From an optimization exercise on the open Yosys and OpenROAD flow, aimed at small area, a short achievable clock period and few clock cycles; shortcuts taken in it are not production practice.
Function was checked by simulation only, so behaviour that the tests miss may differ from the original.
Power figures rest on the tool's default switching activity, not on a simulated workload.

## mips
module mips(
    input           clk,
    input           reset,
    output  [31:0]  i_inst_addr,
    input   [31:0]  i_inst_rdata,
    output  [31:0]  m_data_addr,
    output  [31:0]  m_data_wdata,
    output  [3:0]   m_data_byteen,
    output  [31:0]  m_inst_addr,
    input   [31:0]  m_data_rdata,
    output          w_grf_we,
    output  [4:0]   w_grf_addr,
    output  [31:0]  w_grf_wdata,
    output  [31:0]  w_inst_addr
);
    reg         rst_q;
    reg  [31:0] pc_f;
    reg  [31:0] ir, pc_x;
    reg  [31:0] res_m, wd_m, pc_m;
    reg  [3:0]  be_m;
    reg  [4:0]  a3_m;
    reg         ld_m;
    reg  [7:0]  ls_m;            
    reg         we_w;
    reg  [4:0]  wa_o;            
    reg  [31:0] data_w, pc_w;
    reg  [4:0]  a3_w;
    wire [5:0]  op = ir[31:26];
    wire [5:0]  fn = ir[5:0];
    wire [4:0]  rs = ir[25:21];
    wire [4:0]  rt = ir[20:16];
    wire [4:0]  rd = ir[15:11];
    wire [15:0] imm = ir[15:0];
    wire [2:0]  mdu_fn;
    wire        c_rtype, c_alu_r, c_imm_sx, c_imm, c_lui, c_load, c_store;
    wire        c_beq, c_bne, c_j, c_jal, c_jr, c_jalr, c_md, c_mfhi, c_mflo;
  ...
export LEC_CHECK = 0
export CAP_MARGIN = 35
export CORE_MARGIN = 2
export CORE_UTILIZATION = 40
export CTS_BUF_LIST = sky130_fd_sc_hd__clkbuf_16
export CTS_CLUSTER_DIAMETER = 100
export CTS_CLUSTER_SIZE = 20
export SLEW_MARGIN = 35
create_clock -name core_clock -period 130.0 [get_ports {clk}]
standard.sh (not shown) runs the stock make flow with config.mk's settings and CLKGATE_MAP_FILE= SYNTH_SCRIPT=/design/flow/synth_recipe.tcl, a recipe that flattens the netlist after the stock synthesis.
==> flow/flow/run.sh <==
#!/bin/bash
# The standard layout (the standard.sh), except that the port buffers
# that buffer_ports inserts are buf_2 cells instead of its default choice.
export BUFFER_PORTS_ARGS="-buffer_cell sky130_fd_sc_hd__buf_2"
bash standard.sh > standard.log 2>&1
The starting point produced a layout that fails on antenna rules.
Testbench counts at the start, summed over its fixed seeds: cycles 61,490.
Then changed:
--- a/flow/flow/run.sh
+++ b/flow/flow/run.sh
@@ -3 +3,2 @@
-# that buffer_ports inserts are buf_2 cells instead of its default choice.
+# that buffer_ports inserts are buf_2 cells instead of its default choice,
+# and antenna repair after detailed routing may take more iterations.
@@ -4,0 +6 @@
+export MAX_REPAIR_ANTENNAS_ITER_DRT=12
Settings changed: CAP_MARGIN 35 to 20, CORE_UTILIZATION 40 to 55, PLACE_DENSITY set to 0.7, SLEW_MARGIN 35 to 20.
This time the run produced a layout that fails on capacitance limit, slew limit.
Cell count falls by 7.2%.
Die area went down by 27%.
Clock power shrinks by about 6%.
Utilization went up by 16 points.
First-iteration DRC count came out higher by 12%.
Area after synthesis is unchanged.
Global-route usage rose by 14 points.
Synthesized cell count does not change.
Via count rose by 0.84%.
Routed wire length fell by 3.1%.
Then changed:
Settings changed: CAP_MARGIN 20 to 35, CORE_UTILIZATION 55 to 40, PLACE_DENSITY 0.7 to unset, SLEW_MARGIN 20 to 35.
The changed run finished with timing, DRC and antenna clean. Worst setup slack is worse by 0.12 ns. Routed wire length climbs by 3.2%. Cell area climbs by 2.0%. Core utilization drops by 16 points.

---

Starting RTL as in the previous note.
Settings: LEC_CHECK=0, CAP_MARGIN=35, CORE_MARGIN=2, CORE_UTILIZATION=40, CTS_BUF_LIST=sky130_fd_sc_hd__clkbuf_16, CTS_CLUSTER_DIAMETER=100, CTS_CLUSTER_SIZE=20, SLEW_MARGIN=35; clock period 130.0 ns.
run.sh (not shown) runs the stock make flow with config.mk's settings and CLKGATE_MAP_FILE= SYNTH_SCRIPT=/design/flow/synth_recipe.tcl, a recipe that flattens the netlist after the stock synthesis.
Stock flow here: none of the scripts above is used.
The starting point finished clean.
Testbench counts at the start, summed over its fixed seeds: cycles 61,490.
Next try:
==> flow/flow/run.sh (new file) <==
#!/bin/bash
# The standard layout (the standard.sh), except that the port buffers
# that buffer_ports inserts are buf_2 cells instead of its default choice,
# and antenna repair after detailed routing may take more iterations.
export BUFFER_PORTS_ARGS="-buffer_cell sky130_fd_sc_hd__buf_2"
export MAX_REPAIR_ANTENNAS_ITER_DRT=12
bash standard.sh > standard.log 2>&1
==> flow/standard.sh (new file) <==
#!/bin/bash
# synth_recipe.tcl (not shown) runs the flow's synth.tcl, then flattens the netlist and writes it again
# the make line also repeats each setting of config.mk as NAME=value (left out here)
make -C /OpenROAD-flow-scripts/flow DESIGN_CONFIG=/design/flow/config.mk WORK_HOME=/design/flow/orfs CLKGATE_MAP_FILE= SYNTH_SCRIPT=/design/flow/synth_recipe.tcl "${@:-finish}"
- CAP_MARGIN: 35 -> 20
- CORE_UTILIZATION: 40 -> 55
- SLEW_MARGIN: 35 -> 20
removed: flow/run.sh
What happened: Wire length came out lower by a few percent. Count of clock-buffer cells in the layout falls by 5. Register-to-register slack is worse by 300 ps. Setup slack improves by 410 ps. Critical path depth stays the same. Maximum frequency increases slightly. Global-route usage rose by 14 points. First-iteration DRC count is higher by about a fifth. Via count is higher slightly. Area after synthesis does not change.

==> separate check: timing with driven ports <==
How much do the figures lean on ideal ports? The routed layouts below were timed once more, with nothing changed but the port constraints.
Step 1 (the two cells are an assumption about what drives the block):
set clk [get_ports {clk}]
set_driving_cell -lib_cell sky130_fd_sc_hd__clkbuf_16 $clk
set_driving_cell -lib_cell sky130_fd_sc_hd__buf_2 [delete_from_list [all_inputs] $clk]
Step 2 times the ports against the registers' clock, not the clock port: input delays grow and output delays shrink by t, the midpoint of the rising clock arrivals with the driver on.
Slacks: ideal ports / drivers / drivers and shift; pairs: ideal ports / drivers.
run | t, ns | setup slack, ns | worst hold slack (ns) | worst register clock-pin slew, ns | cell pins on the clock port's net
the first run of note 1 | 0.900 | 101.872 / 101.781 / 102.419 | 0.328 / 0.328 / 0.328 | 0.10 / 0.10 | 1
the second run of note 1 | 0.835 | 101.990 / 101.902 / 102.644 | 0.350 / 0.350 / 0.350 | 0.10 / 0.10 | 1
the third run of note 1 | 0.901 | 101.874 / 101.782 / 102.418 | 0.328 / 0.328 / 0.328 | 0.10 / 0.10 | 1
the first run of note 2 | 0.907 | 101.605 / 101.493 / 102.387 | 0.338 / 0.338 / 0.338 | 0.10 / 0.10 | 1
the second run of note 2 | 0.861 | 102.013 / 101.918 / 102.019 | 0.343 / 0.343 / 0.343 | 0.10 / 0.10 | 1
